This design comes from an exercise in tuning for small area on the open sky130 flow, not from production work.
RTL that was checked went through simulation tests only; none was proved equivalent to the original.
The clock port is modelled as an ideal driver, which makes a skipped or thinned clock tree look cheaper than it is; a real chip needs a root buffer or a tree.
Power figures rest on the tool's default switching activity, not on a simulated workload.

Design top, start of the top module:
module top(
           input  CLK,
           input  RST,
           input  BTN1,
           input  BTN2,
           input  BTN3,
           output LED1,
           output LED2,
           output LED3,
           output LED4,
           output LED5,
           output LEDR_N,
           output LEDG_N,
           output P1A1,
           output P1A2,
           output P1A3,
           output P1A4,
           output P1A7,
           output P1A8,
           output P1A9,
           output P1A10
           );
Size: roughly 540 cells after synthesis, about 100 flip-flops, about 20 I/O pins, roughly 0.0048 sq mm of cells after synthesis.
clock: 10.0 ns
lec_check: 0
cap_margin: 20
core_margin: 2
core_utilization: 65
place_density: 0.75
slew_margin: 20
standard.sh (not shown) runs the stock make flow with config.mk's settings and CLKGATE_MAP_FILE= SYNTH_SCRIPT=/design/flow/synth_recipe.tcl, a recipe that flattens the netlist after the stock synthesis.
==> flow/flow/run.sh <==
#!/bin/bash
# Layout flow: the standard synthesis; then the combinational logic between
# its flip-flops is re-mapped for area by ABC (flip-flops untouched, several
# scripts tried, each result proven equal to the standard netlist, the
# smallest kept); then the standard ORFS steps, with small port buffers,
# and in place of ORFS's clock tree synthesis a tree of a few large buffers
# (flow/clock_tree.tcl; ORFS's own CTS with clkbuf_8 if that fails).
set -uo pipefail
R=orfs/results/${FLOW_PLATFORM}/top/base
LIB=$FLOW_HOME/platforms/sky130hd/lib/sky130_fd_sc_hd__tt_025C_1v80.lib

bash standard.sh synth > synth.log 2>&1 || exit 1
cp $R/1_2_yosys.v std_netlist.v

DU=""
for c in $(sed -n '/^export DONT_USE_CELLS/,/^$/p' $FLOW_HOME/platforms/sky130hd/config.mk | tr -d '\\' | grep -o 'sky130_fd_sc_hd__[a-z0-9_]*'); do
  DU="$DU -dont_use $c"
done

python3 flow/cutff.py std_netlist.v cut_std.v > cut_std.log 2>&1

remap() {   # remap NAME: flow/s_NAME.abc -> remap_NAME.v, prints its area if proven equal
  local n=$1
  yosys -p "read_liberty -ignore_miss_func $LIB; blackbox sky130_fd_sc_hd__dfxtp_1; read_verilog std_netlist.v; hierarchy -top top; flatten; opt_clean; abc -liberty $LIB $DU -script flow/s_$n.abc; opt_clean -purge; tee -o area_$n.txt stat -liberty $LIB; write_verilog -noattr remap_$n.v" > remap_$n.log 2>&1 || return
  python3 flow/cutff.py remap_$n.v cut_$n.v > cut_$n.log 2>&1 || return
  yosys -p "read_liberty -ignore_miss_func $LIB; read_verilog cut_std.v; rename top gold; read_verilog cut_$n.v; rename top gate; flatten; opt_clean; miter -equiv -flatten -make_outputs gold gate miter; hierarchy -top miter; sat -verify -prove trigger 0 miter" > equiv_$n.log 2>&1 || return
  [ "$(grep -c 'sky130_fd_sc_hd__df' std_netlist.v)" = "$(grep -c 'sky130_fd_sc_hd__df' remap_$n.v)" ] || return
  echo "$(grep 'Chip area' area_$n.txt | awk '{print $NF}') $n" > ok_$n.txt
}

export -f remap
export LIB DU
ls flow/s_*.abc | sed 's|flow/s_||; s|\.abc$||' | xargs -P 4 -I{} bash -c 'remap {}'
cat ok_*.txt 2>/dev/null | sort -g > candidates.txt
best=$(head -1 candidates.txt | awk '{print $2}')
if [ -n "$best" ]; then
  echo "using remap_$best.v" > netlist_choice.txt
  cp remap_$best.v $R/1_2_yosys.v
  rm -f $R/1_synth.odb $R/1_synth.sdc
else
  echo "using the standard netlist" > netlist_choice.txt
fi

export BUFFER_PORTS_ARGS="-buffer_cell sky130_fd_sc_hd__buf_1"
export CTS_ARGS="-sink_clustering_enable -repair_clock_nets -dont_use_dummy_load -buf_list sky130_fd_sc_hd__clkbuf_8"
bash standard.sh place > place.log 2>&1 || exit 1
if CT_IN_ODB=$R/3_place.odb CT_IN_SDC=$R/3_place.sdc CT_OUT_ODB=$R/4_1_cts.odb CT_OUT_SDC=$R/4_cts.sdc \
     openroad -no_init -exit flow/clock_tree.tcl > clock_tree.log 2>&1; then
  cp -p $R/4_1_cts.odb $R/4_cts.odb
  touch $R/4_cts.sdc
  echo "clock tree: flow/clock_tree.tcl" > clock_tree_choice.txt
else
  rm -f $R/4_1_cts.odb $R/4_cts.odb $R/4_cts.sdc
  echo "clock tree: ORFS CTS" > clock_tree_choice.txt
fi
bash standard.sh > flow.log 2>&1
Other scripts of this flow, unchanged in this note and not shown: flow/flow/clock_tree.tcl, flow/flow/cutff.py, flow/flow/s_c4.abc, flow/flow/s_deep1.abc, flow/flow/s_deep2.abc, flow/flow/s_deep3.abc, flow/flow/s_deep4.abc, flow/flow/s_deep5.abc, flow/flow/s_deep6.abc, flow/flow/s_deep7.abc
Then changed:
--- a/flow/design.v
+++ b/flow/design.v
@@ -56,43 +56,38 @@
       ovr_radix <= ovr_radix_nx;
       hz <= hz_nx;
       fi_active <= fi_active_nx;
       bu_active <= bu_active_nx;
    end
    reg [3:0] fc;
    reg [8:0] msec;
    reg [3:0] tens, ones, tens_nx, ones_nx;
    reg       overflow, overflow_nx;
    reg [8:0] msec_nx;
    reg [3:0] fc_nx;
-   wire      tick = (fc == 4'd15);
+   wire      tick = (fc == 4'b0001);
    wire      msec_zero = (msec == 0);
-   wire      inc = (fc == 4'd11) && (msec == 9'd89);
+   wire      inc = (fc == 4'b0011) && (msec == 9'd89);
    function [3:0] dnext(input [3:0] v);
       dnext = {v[2:0], v[3] ^ v[2] ^ (v[2:0] == 3'd0)};
    endfunction
    reg [3:0] max;
    always @(*)
      case (radix)
        2'd0: max = 4'd5;
        2'd1: max = 4'd13;
        2'd2: max = 4'd8;
        2'd3: max = 4'd1;
      endcase
    always @(*) begin
-      if (tick)
-        fc_nx = 4'd11;
-      else if (fc == 4'd0)
-        fc_nx = 4'd15;
-      else
-        fc_nx = fc - 1;
+      fc_nx = {fc[2:0], fc[3] ^ (~fc[2] | fc[1])};
       tens_nx = tens;
       ones_nx = ones;
       msec_nx = msec;
       overflow_nx = overflow;
       if (tick) begin
          if (hz) begin
             tens_nx = 0;
             ones_nx = 0;
             msec_nx = 0;
          end
          else if (!msec_zero) begin
@@ -119,33 +114,35 @@
       end
    end
    always @(posedge CLK) begin
       fc <= fc_nx;
       msec <= msec_nx;
       tens <= tens_nx;
       ones <= ones_nx;
       overflow <= overflow_nx;
    end
    reg [1:0] fs, fs_nx;
    reg [2:0] bs, bs_nx;
-   wire      fi = (fs == 2'd3);
-   wire      bu = (bs == 3'd5);
+   function fi_of(input [1:0] f); fi_of = f[1] & ~f[0]; endfunction
+   function bu_of(input [2:0] b); bu_of = b[2] & ~b[1]; endfunction
+   wire      fi = fi_of(fs);
+   wire      bu = bu_of(bs);
    always @(*) begin
       fs_nx = fs;
       bs_nx = bs;
       if (RST | hz | overflow) begin
          fs_nx = 0; bs_nx = 0;
       end
       else if (inc) begin
-         fs_nx = (fs == 2'd3) ? 2'd1 : fs + 1;
-         bs_nx = (bs == 3'd5) ? 3'd1 : bs + 1;
+         fs_nx = {fs[0], ~(fs[1] & fs[0])};
+         bs_nx = {bs[1:0], ~(bs[2] & (bs[1] | bs[0]))};
       end
    end
    always @(posedge CLK) begin
       fs <= fs_nx;
       bs <= bs_nx;
    end
    wire      any_press = p1 | p2 | p3;
    wire      any_release = r1 | r2 | r3;
    localparam [14:0] Z = 15'h7f7e;
    reg       counting;
    reg       center_led;
@@ -182,36 +179,37 @@
    assign LED4 = ring_b;
    assign LED5 = ring_b;
    assign LEDR_N = ~bu_active;
    assign LEDG_N = ~fi_active;
    localparam [4:0] C_BLANK = 5'b10000;
    localparam [4:0] C_8 = 5'd10;
    wire       dfi = fi_active & fi;
    wire       dbu = bu_active & bu;
    wire       bright = dfi | dbu;
    wire [2:0] override = ovr_radix ? {1'b0, radix} + 3'd1 : 3'd0;
    wire [2:0] all_ovrd = (dfi & dbu) ? 3'd7 : dfi ? 3'd5 : dbu ? 3'd6 : override;
-   wire       ena_nx = hz_nx | (fi_active_nx & (fs_nx == 2'd3)) | (bu_active_nx & (bs_nx == 3'd5));
+   wire       ena_nx = hz_nx | (fi_active_nx & fi_of(fs_nx)) | (bu_active_nx & bu_of(bs_nx));
    wire       blank_nx = (tens_nx == 0) && (radix_nx == 2'd0);
    reg [10:0] dc;
    wire [3:0] st = dc[3:0];
    wire       blinker = (dc[10] | dc[9]) & bright;
    wire       right = st[3] ^ st[2];
    wire       load_sym = st[1] & (st[2] | ~st[0]);
-   wire       right_l = right & ~RST;
-   wire [4:0] sym_nx = ena_nx ? {1'b1, right_l, all_ovrd} :
-                       (!right_l && blank_nx) ? C_BLANK :
-                       {1'b0, right_l ? ones : tens};
+   wire [4:0] sym_nx = ena_nx ? {1'b1, right, all_ovrd} :
+                       (!right && blank_nx) ? C_BLANK :
+                       {1'b0, right ? ones : tens};
    reg [4:0]  sym;
    always @(posedge CLK)
-     if (RST | load_sym)
+     if (RST)
+       sym <= C_BLANK;
+     else if (load_sym)
        sym <= sym_nx;
    reg [4:0]  shown;
    always @(posedge CLK) begin
       if (RST) begin
          dc <= 0; shown <= C_8;
       end
       else begin
          dc <= dc + 1;
          case (st)
            4'd1, 4'd9: shown <= blinker ? C_BLANK : sym;
            4'd4, 4'd12: shown <= (~bright | blinker) ? C_BLANK : sym;
Outcome:
- The new run produced a clean layout
- synthesized area goes down by 19%
- register-to-register slack is better by 20 ps
- flip-flop and latch count stays the same
- worst setup slack is worse by 1000 ps
- hold slack is worse by 11 ps
- routed wire length goes down by 17%
- power goes down by 5.2%
- first-iteration DRC count goes up by 32%
- design area goes down by 17%
- die area goes down by 18%
- clock skew goes down by 11 ps
- core utilization goes up by 1.1 points
- sequential power goes up by about 2%
The clock cells of the second run of this note come from the design's own scripts or RTL, not from TritonCTS.

---

juniper:
top, a different RTL version from the one above (not shown whole).
For scale: roughly 20 I/O pins, about 0.0039 mm^2 of cells after synthesis.
Design top, start of the top module:
module top(
           input  CLK,
           input  RST,
           input  BTN1,
           input  BTN2,
           input  BTN3,
           output LED1,
           output LED2,
           output LED3,
           output LED4,
           output LED5,
           output LEDR_N,
           output LEDG_N,
           output P1A1,
           output P1A2,
           output P1A3,
           output P1A4,
           output P1A7,
           output P1A8,
           output P1A9,
           output P1A10
           );
   wire p1, r1, p2, r2, p3, r3;
   debounce db1(.clk(CLK), .rst(RST), .pin(BTN1), .press(p1), .release_(r1));
   debounce db2(.clk(CLK), .rst(RST), .pin(BTN2), .press(p2), .release_(r2));
   debounce db3(.clk(CLK), .rst(RST), .pin(BTN3), .press(p3), .release_(r3));
   reg [1:0] radix, radix_nx;
   reg       ovr_radix, ovr_radix_nx;    
   reg       hz, hz_nx;                  
   reg       fi_active, fi_active_nx;
   reg       bu_active, bu_active_nx;
   always @(*) begin
      radix_nx = radix;
      ovr_radix_nx = ovr_radix;
      hz_nx = hz;
      fi_active_nx = fi_active;
      bu_active_nx = bu_active;
      if (p1) radix_nx = radix + 1;
      if (p2 | p3) ovr_radix_nx = 0;
      else if (p1) ovr_radix_nx = 1;
      if (r3) hz_nx = 0;
      else if (p3) hz_nx = 1;
      else if (r2) hz_nx = 0;
      else if (p2) hz_nx = 1;
      else if (r1) hz_nx = 0;
      else if (p1) hz_nx = 1;
      if (p2) fi_active_nx = ~fi_active;
      if (p3) bu_active_nx = ~bu_active;
      if (RST) begin
         radix_nx = 0; ovr_radix_nx = 0; hz_nx = 0; fi_active_nx = 0; bu_active_nx = 0;
      end
   end
   always @(posedge CLK) begin
      radix <= radix_nx;
      ovr_radix <= ovr_radix_nx;
      hz <= hz_nx;
      fi_active <= fi_active_nx;
      bu_active <= bu_active_nx;
   end
   reg [3:0] fc;
   reg [8:0] msec;
   reg [3:0] tens, ones, tens_nx, ones_nx;
   reg       overflow, overflow_nx;
   reg [8:0] msec_nx;
   reg [3:0] fc_nx;
   wire      tick = (fc == 4'd15);
   wire      msec_zero = (msec == 0);
   wire      inc = (fc == 4'd11) && (msec == 9'd89);
  ...
export LEC_CHECK = 0
export CAP_MARGIN = 20
export CORE_MARGIN = 2
export CORE_UTILIZATION = 40
export SLEW_MARGIN = 20
create_clock -name core_clock -period 10.0 [get_ports {CLK}]
==> flow/flow/run.sh <==
#!/bin/bash
# Layout flow: the standard synthesis; then the combinational logic between
# its flip-flops is re-mapped for area by ABC (flip-flops untouched, several
# scripts tried, each result proven equal to the standard netlist, the
# smallest kept); then the standard ORFS steps, with small port buffers and
# a clock tree of clkbuf_8 without dummy loads.
set -uo pipefail
R=orfs/results/${FLOW_PLATFORM}/top/base
LIB=$FLOW_HOME/platforms/sky130hd/lib/sky130_fd_sc_hd__tt_025C_1v80.lib

bash standard.sh synth > synth.log 2>&1 || exit 1
cp $R/1_2_yosys.v std_netlist.v

DU=""
for c in $(sed -n '/^export DONT_USE_CELLS/,/^$/p' $FLOW_HOME/platforms/sky130hd/config.mk | tr -d '\\' | grep -o 'sky130_fd_sc_hd__[a-z0-9_]*'); do
  DU="$DU -dont_use $c"
done

python3 flow/cutff.py std_netlist.v cut_std.v > cut_std.log 2>&1

remap() {   # remap NAME: flow/s_NAME.abc -> remap_NAME.v, prints its area if proven equal
  local n=$1
  yosys -p "read_liberty -ignore_miss_func $LIB; blackbox sky130_fd_sc_hd__dfxtp_1; read_verilog std_netlist.v; hierarchy -top top; flatten; opt_clean; abc -liberty $LIB $DU -script flow/s_$n.abc; opt_clean -purge; tee -o area_$n.txt stat -liberty $LIB; write_verilog -noattr remap_$n.v" > remap_$n.log 2>&1 || return
  python3 flow/cutff.py remap_$n.v cut_$n.v > cut_$n.log 2>&1 || return
  yosys -p "read_liberty -ignore_miss_func $LIB; read_verilog cut_std.v; rename top gold; read_verilog cut_$n.v; rename top gate; flatten; opt_clean; miter -equiv -flatten -make_outputs gold gate miter; hierarchy -top miter; sat -verify -prove trigger 0 miter" > equiv_$n.log 2>&1 || return
  [ "$(grep -c 'sky130_fd_sc_hd__df' std_netlist.v)" = "$(grep -c 'sky130_fd_sc_hd__df' remap_$n.v)" ] || return
  echo "$(grep 'Chip area' area_$n.txt | awk '{print $NF}') $n" > ok_$n.txt
}

for n in c4 deep1 deep2 deep3; do remap $n & done
wait
cat ok_*.txt 2>/dev/null | sort -g > candidates.txt
best=$(head -1 candidates.txt | awk '{print $2}')
if [ -n "$best" ]; then
  echo "using remap_$best.v" > netlist_choice.txt
  cp remap_$best.v $R/1_2_yosys.v
  rm -f $R/1_synth.odb $R/1_synth.sdc
else
  echo "using the standard netlist" > netlist_choice.txt
fi

export BUFFER_PORTS_ARGS="-buffer_cell sky130_fd_sc_hd__buf_1"
export CTS_ARGS="-sink_clustering_enable -repair_clock_nets -dont_use_dummy_load -buf_list sky130_fd_sc_hd__clkbuf_8"
bash standard.sh > flow.log 2>&1
Other scripts of this flow, unchanged in this note and not shown: flow/flow/cutff.py, flow/flow/s_c4.abc, flow/flow/s_deep1.abc, flow/flow/s_deep2.abc, flow/flow/s_deep3.abc
Edits applied to the flow inputs when going from juniper to delta:
--- a/flow/design.v
+++ b/flow/design.v
@@ -177,31 +177,51 @@
    end
    assign LED1 = center_led;
    assign LED2 = ring_f;
    assign LED3 = ring_f;
    assign LED4 = ring_b;
    assign LED5 = ring_b;
    assign LEDR_N = ~bu_active;
    assign LEDG_N = ~fi_active;
-   localparam [4:0] C_BLANK = 5'b10000;
-   localparam [4:0] C_8 = 5'd10;
+   localparam [4:0] C_BLANK = 5'd16, C_O = 5'd17, C_H = 5'd18, C_I = 5'd19, C_U = 5'd20;
+   localparam [4:0] C_D = 5'd14, C_B = 5'd7, C_F = 5'd8, C_8 = 5'd10;
    wire       dfi = fi_active & fi;
    wire       dbu = bu_active & bu;
    wire       bright = dfi | dbu;
    wire [2:0] override = ovr_radix ? {1'b0, radix} + 3'd1 : 3'd0;
    wire [2:0] all_ovrd = (dfi & dbu) ? 3'd7 : dfi ? 3'd5 : dbu ? 3'd6 : override;
    wire       ena_nx = hz_nx | (fi_active_nx & (fs_nx == 2'd3)) | (bu_active_nx & (bs_nx == 3'd5));
    wire       blank_nx = (tens_nx == 0) && (radix_nx == 2'd0);
    reg [10:0] dc;
    wire [3:0] st = dc[3:0];
    wire       blinker = (dc[10] | dc[9]) & bright;
    wire       right = st[3] ^ st[2];
    wire       load_sym = (st == 4'd15) || (st == 4'd2) || (st == 4'd7) || (st == 4'd10);
-   wire [4:0] sym_nx = ena_nx ? {1'b1, right, all_ovrd} :
+   reg [4:0]  ovr_sym;
+   always @(*)
+     if (!right)
+       case (all_ovrd)
+         3'd0: ovr_sym = C_BLANK;
+         3'd1: ovr_sym = C_D;
+         3'd2: ovr_sym = C_O;
+         3'd3: ovr_sym = C_H;
+         3'd4: ovr_sym = C_B;
+         3'd5: ovr_sym = C_F;
+         3'd6: ovr_sym = C_B;
+         3'd7: ovr_sym = C_F;
+       endcase
+     else
+       case (all_ovrd)
+         3'd5: ovr_sym = C_I;
+         3'd6: ovr_sym = C_U;
+         3'd7: ovr_sym = C_B;
+         default: ovr_sym = C_BLANK;
+       endcase
+   wire [4:0] sym_nx = ena_nx ? ovr_sym :
                        (!right && blank_nx) ? C_BLANK :
                        {1'b0, right ? ones : tens};
    reg [4:0]  sym;
    always @(posedge CLK)
      if (RST)
        sym <= C_BLANK;
      else if (load_sym)
        sym <= sym_nx;
@@ -217,23 +237,23 @@
            4'd4, 4'd12: shown <= (~bright | blinker) ? C_BLANK : sym;
            4'd7, 4'd15: shown <= C_BLANK;
            default: ;
          endcase
       end
    end
    wire [31:0] hot = 32'd1 << shown;
    wire [6:0]  seg;
-   assign seg[0] = |(hot & 32'h00a0bd7d);
-   assign seg[1] = |(hot & 32'h00026e37);
-   assign seg[2] = |(hot & 32'hc05e6efb);
-   assign seg[3] = |(hot & 32'hc056d4fd);
-   assign seg[4] = |(hot & 32'he0feddc5);
-   assign seg[5] = |(hot & 32'h80f89fe9);
-   assign seg[6] = |(hot & 32'h80fe5ffc);
+   assign seg[0] = |(hot & 32'h0000bd7d);
+   assign seg[1] = |(hot & 32'h00006e37);
+   assign seg[2] = |(hot & 32'h00166efb);
+   assign seg[3] = |(hot & 32'h0012d4fd);
+   assign seg[4] = |(hot & 32'h001eddc5);
+   assign seg[5] = |(hot & 32'h00049fe9);
+   assign seg[6] = |(hot & 32'h00065ffc);
    wire       dsel = (st[3] & (st[2:0] != 0)) | ((st == 0) & shown[4]);
    assign {P1A10, P1A9, P1A8, P1A7, P1A4, P1A3, P1A2, P1A1} = {dsel, ~seg};
 endmodule  
 module debounce(input clk, input rst, input pin, output press, output release_);
    reg       is_down, was_down;
    reg [6:0] cnt;
    wire      low0 = (cnt[5:1] == 0);
    wire      idle = low0 & ~cnt[6] & ~cnt[0];
==> comparison <==
Changes observed in delta relative to juniper: post-synth net total went up 1.2%; synthesized area per cell went down 0.053 um^2; upper clock frequency limit has decreased; total internal power +9.3%.
delta: clock share of power is 2.9 points lower than what juniper reported.
delta vs juniper, total wirelength of the detailed-routed design went up by 2.2%.
delta vs juniper, critical path capture point: sym[2] vs sym[0]
Cell area of delta exceeds that of juniper slightly.
Function not checked in delta: the RTL went through the layout flow alone.

-- re-timing with driven ports --
The results above use ideal ports. As a check the final layouts listed here were re-extracted and re-timed, cells and wires unchanged. Step 1 sets driving cells, clkbuf_16 on the clock port and buf_2 on the other inputs (assumed; they add their load-dependent delay and slew). Step 2 adds t to the input delays and takes it off the output delays; t is the mean of the earliest and latest rising clock arrival at the registers after step 1. Input paths then give back, and output paths get back, about the clock's delay inside the block. Slacks: no drivers / after step 1 / after step 2; pairs: no drivers / after step 1.
run | shift t [ns] | slack for setup (ns) | worst hold slack (ns) | worst register clock-pin slew, ns | worst data-port slew with drivers (ns)
the first run of note 1 | 0.376 | 6.093 / 6.060 / 5.884 | 0.402 / 0.402 / 0.402 | 0.10 / 0.10 | 0.03
the second run of note 1 | 0.217 | 5.092 / 5.120 / 4.902 | 0.390 / 0.390 / 0.390 | 0.11 / 0.11 | 0.03
juniper | 0.373 | 5.180 / 5.182 / 4.808 | 0.451 / 0.451 / 0.451 | 0.09 / 0.09 | 0.03
delta | 0.382 | 4.596 / 4.605 / 4.223 | 0.452 / 0.452 / 0.452 | 0.09 / 0.09 | 0.03
After both steps every run listed still meets setup and hold. For delta, which loses most, drivers alone change the setup slack by +0.009 ns; drivers and shift together by -0.373 ns.
